From an optimization exercise on the open Yosys and OpenROAD flow, aimed at small area, a short achievable clock period and few clock cycles; shortcuts taken in it are not production practice.
Power is estimated from default activity; no workload was simulated.

P:
==> module cache, before the edit <==
module cache(
    clk,
    proc_reset,
    proc_read,
    proc_write,
    proc_addr,
    proc_rdata,
    proc_wdata,
    proc_stall,
    mem_read,
    mem_write,
    mem_addr,
    mem_rdata,
    mem_wdata,
    mem_ready
);
    input          clk;
    input          proc_reset;
    input          proc_read, proc_write;
    input   [29:0] proc_addr;   
    input   [31:0] proc_wdata;
    output         proc_stall;
    output  [31:0] proc_rdata;
    input  [127:0] mem_rdata;
    input          mem_ready;
    output         mem_read, mem_write;
    output  [27:0] mem_addr;
    output [127:0] mem_wdata;
    reg [127:0] block0 [0:3];
    reg [127:0] block1 [0:3];
    reg [25:0]  tag0 [0:3];
    reg [25:0]  tag1 [0:3];
    reg [3:0]   valid0, valid1;
    reg [3:0]   dirty0, dirty1;
    reg [3:0]   mru;                
    reg s_wb, s_rd, s_done, s_fix;
    reg hit_r, way_r;               
    reg [31:0]  rdata_r;
    reg [27:0]  maddr_r;
    reg [127:0] mwdata_r;
    wire s_idle = ~(s_wb | s_rd | s_done | s_fix);
    wire [25:0] tag_t  = proc_addr[29:4];
    wire [1:0]  index  = proc_addr[3:2];
    wire [1:0]  offset = proc_addr[1:0];
    wire        req    = proc_read | proc_write;
    wire [3:0] eq0, eq1;
    genvar s;
    generate
        for (s = 0; s < 4; s = s + 1) begin : g_cmp
            assign eq0[s] = valid0[s] && (tag0[s] == tag_t);
            assign eq1[s] = valid1[s] && (tag1[s] == tag_t);
        end
    endgenerate
    wire hit0 = eq0[index];
    wire hit1 = eq1[index];
    wire hit  = hit0 | hit1;
    wire [127:0] blk0_i = block0[index];
    wire [127:0] blk1_i = block1[index];
    wire [3:0]  vdirty_s;
    wire [25:0] vtag_s [0:3];
    generate
        for (s = 0; s < 4; s = s + 1) begin : g_vic
            assign vdirty_s[s] = mru[s] ? (valid0[s] & dirty0[s]) : (valid1[s] & dirty1[s]);
            assign vtag_s[s]   = mru[s] ? tag0[s] : tag1[s];
        end
    endgenerate
    wire        victim    = ~mru[index];           
    wire        vic_dirty = vdirty_s[index];
    wire [25:0] vtag_i    = vtag_s[index];
    wire fill = s_rd & mem_ready;
    assign proc_stall = ~s_done;
    assign proc_rdata = rdata_r;
    assign mem_write  = s_wb;
    assign mem_read   = s_rd;
    assign mem_addr   = maddr_r;
    assign mem_wdata  = mwdata_r;
    wire look = s_idle & req;
    wire mru_i    = mru[index];
    wire lru_read = proc_read & (hit1 ^ mru_i);
    always @(posedge clk) begin
        if (proc_reset) begin
            s_wb   <= 1'b0;
            s_rd   <= 1'b0;
            s_done <= 1'b0;
            s_fix  <= 1'b0;
        end else begin
            s_wb   <= s_wb ? ~mem_ready : (look & ~hit & vic_dirty);
            s_rd   <= s_rd ? ~mem_ready : ((look & ~hit & ~vic_dirty) | (s_wb & mem_ready));
            s_done <= (look & hit & ~lru_read) | s_fix | fill;
            s_fix  <= look & hit & lru_read;
        end
    end
    always @(posedge clk) begin
        hit_r <= (s_idle | s_fix) & hit;
        way_r <= s_rd ? victim : hit1;
    end
    wire [31:0] rd0 = blk0_i[offset*32 +: 32];
    wire [31:0] rd1 = blk1_i[offset*32 +: 32];
    wire [31:0] rdm = mem_rdata[offset*32 +: 32];
    wire        rsel  = s_fix ? way_r : mru_i;
    always @(posedge clk) begin
        rdata_r  <= s_rd ? rdm : (rsel ? rd1 : rd0);
        maddr_r  <= ((s_idle & vic_dirty) | (s_wb & ~mem_ready))
                    ? {vtag_i, index} : proc_addr[29:2];
        mwdata_r <= victim ? blk1_i : blk0_i;
    end
    wire wr_done = s_done & proc_write;
    integer i;
    always @(posedge clk) begin
        if (proc_reset) begin
            valid0 <= 4'd0;
            valid1 <= 4'd0;
            dirty0 <= 4'd0;
            dirty1 <= 4'd0;
            mru    <= 4'd0;
        end else begin
            for (i = 0; i < 4; i = i + 1) begin
                if (index == i) begin
                    if (s_done & hit_r) mru[i] <= way_r;
                    else if (fill) mru[i] <= ~mru[i];
                    if (fill) begin
                        if (~mru[i]) begin
                            valid1[i] <= 1'b1;
                            dirty1[i] <= 1'b0;
                        end else begin
                            valid0[i] <= 1'b1;
                            dirty0[i] <= 1'b0;
                        end
                    end else if (wr_done) begin
                        if (~way_r) dirty0[i] <= 1'b1;
                        if ( way_r) dirty1[i] <= 1'b1;
                    end
                end
            end
        end
    end
    wire [127:0] wdata = s_rd ? mem_rdata : {4{proc_wdata}};
    integer j, w;
    always @(posedge clk) begin
        for (j = 0; j < 4; j = j + 1) begin
            if (index == j) begin
                if (fill &  mru[j]) tag0[j] <= tag_t;
                if (fill & ~mru[j]) tag1[j] <= tag_t;
                for (w = 0; w < 4; w = w + 1) begin
                    if ((fill &  mru[j]) | (wr_done & ~way_r & (offset == w)))
                        block0[j][w*32 +: 32] <= wdata[w*32 +: 32];
                    if ((fill & ~mru[j]) | (wr_done &  way_r & (offset == w)))
                        block1[j][w*32 +: 32] <= wdata[w*32 +: 32];
                end
            end
        end
    end
endmodule
export LEC_CHECK = 0
export CAP_MARGIN = 20
export CORE_MARGIN = 2
export CORE_UTILIZATION = 40
export CTS_CLUSTER_DIAMETER = 80
export CTS_CLUSTER_SIZE = 20
export SETUP_SLACK_MARGIN = 3.4
export SLEW_MARGIN = 20
create_clock -name core_clock -period 6.0 [get_ports {clk}]
standard.sh (not shown) runs the stock make flow with config.mk's settings and CLKGATE_MAP_FILE= SYNTH_SCRIPT=/design/flow/synth_recipe.tcl, a recipe that flattens the netlist after the stock synthesis.
==> flow/flow/run.sh <==
#!/bin/bash
# The standard layout, with plain buf_2 cells as the port buffers instead of
# the delay cells buffer_ports picks by default.
set -euo pipefail
export BUFFER_PORTS_ARGS="-buffer_cell sky130_fd_sc_hd__buf_2"
bash standard.sh finish > orfs_make.log 2>&1
Setup changes, P to Q
diff --git a/flow/design.v b/flow/design.v
--- a/flow/design.v
+++ b/flow/design.v
@@ -32,14 +32,14 @@
     reg [25:0]  tag1 [0:3];
     reg [3:0]   valid0, valid1;
     reg [3:0]   dirty0, dirty1;
     reg [3:0]   mru;                
-    reg s_wb, s_rd, s_done, s_fix;
+    reg s_wb, s_rd, s_done;
     reg hit_r, way_r;               
     reg [31:0]  rdata_r;
     reg [27:0]  maddr_r;
     reg [127:0] mwdata_r;
-    wire s_idle = ~(s_wb | s_rd | s_done | s_fix);
+    wire s_idle = ~(s_wb | s_rd | s_done);
     wire [25:0] tag_t  = proc_addr[29:4];
     wire [1:0]  index  = proc_addr[3:2];
     wire [1:0]  offset = proc_addr[1:0];
     wire        req    = proc_read | proc_write;
@@ -74,33 +74,30 @@
     assign mem_read   = s_rd;
     assign mem_addr   = maddr_r;
     assign mem_wdata  = mwdata_r;
     wire look = s_idle & req;
-    wire mru_i    = mru[index];
-    wire lru_read = proc_read & (hit1 ^ mru_i);
     always @(posedge clk) begin
         if (proc_reset) begin
             s_wb   <= 1'b0;
             s_rd   <= 1'b0;
             s_done <= 1'b0;
-            s_fix  <= 1'b0;
         end else begin
             s_wb   <= s_wb ? ~mem_ready : (look & ~hit & vic_dirty);
             s_rd   <= s_rd ? ~mem_ready : ((look & ~hit & ~vic_dirty) | (s_wb & mem_ready));
-            s_done <= (look & hit & ~lru_read) | s_fix | fill;
-            s_fix  <= look & hit & lru_read;
+            s_done <= (look & hit) | fill;
         end
     end
     always @(posedge clk) begin
-        hit_r <= (s_idle | s_fix) & hit;
+        hit_r <= s_idle & hit;
         way_r <= s_rd ? victim : hit1;
     end
     wire [31:0] rd0 = blk0_i[offset*32 +: 32];
     wire [31:0] rd1 = blk1_i[offset*32 +: 32];
     wire [31:0] rdm = mem_rdata[offset*32 +: 32];
-    wire        rsel  = s_fix ? way_r : mru_i;
+    wire [31:0] cand0 = s_rd ? rdm : rd0;
+    wire [31:0] cand1 = s_rd ? rdm : rd1;
     always @(posedge clk) begin
-        rdata_r  <= s_rd ? rdm : (rsel ? rd1 : rd0);
+        rdata_r  <= hit0 ? cand0 : cand1;
         maddr_r  <= ((s_idle & vic_dirty) | (s_wb & ~mem_ready))
                     ? {vtag_i, index} : proc_addr[29:2];
         mwdata_r <= victim ? blk1_i : blk0_i;
     end
[summary]
Going from P to Q, clock power shrinks by about 3%. From P to Q the numbers moved as follows: via count picked up an extra 1,721, non-clock buffer count rose by 13, minimum hold slack about even, final standard cell count with taps included and fillers excluded went up by 149. Leakage power ended up about 1.2% lower on Q than on P. Of P and Q, the run reporting the lower portion of total power attributed to the clock network was Q. The lower fraction of power spent switching nets of P and Q is in P. Per the comparison of Q with P, least setup slack across all paths after layout +0.51 ns, die footprint stayed essentially flat. On data-path buffer share of cell area in the final layout, Q tracks P almost exactly. The run showing the smaller post-synthesis mux area share is Q. Q against P: total standard cell area after synthesis stayed essentially flat, critical path depth fell 1.
No run of this note included a check of the RTL's function; only the layout flow was run.

## afterwards: timing with drivers on the ports
How much do the figures lean on ideal ports? The routed layouts below were timed once more, with nothing changed but the port constraints.
Step 1: set_driving_cell puts a clkbuf_16 on clk and a buf_2 on each other input, an assumption about the parent block.
Step 2 adds t to the input delays and takes it off the output delays; t is the mean of the earliest and latest rising clock arrival at the registers after step 1. Input paths then give back, and output paths get back, about the clock's delay inside the block.
a / b / c = ideal ports / drivers / drivers and shift; a / b = the first two.
run | t, ns | setup WS [ns] | slew at the worst register clock pin (ns)
P | 0.786 | 2.731 / 2.481 / 1.695 | 0.09 / 0.09
Q | 0.808 | 3.243 / 3.163 / 2.355 | 0.09 / 0.09
After both steps every run listed still meets setup and hold. For P, which loses most, drivers alone change the setup slack by -0.250 ns; drivers and shift together by -1.036 ns.
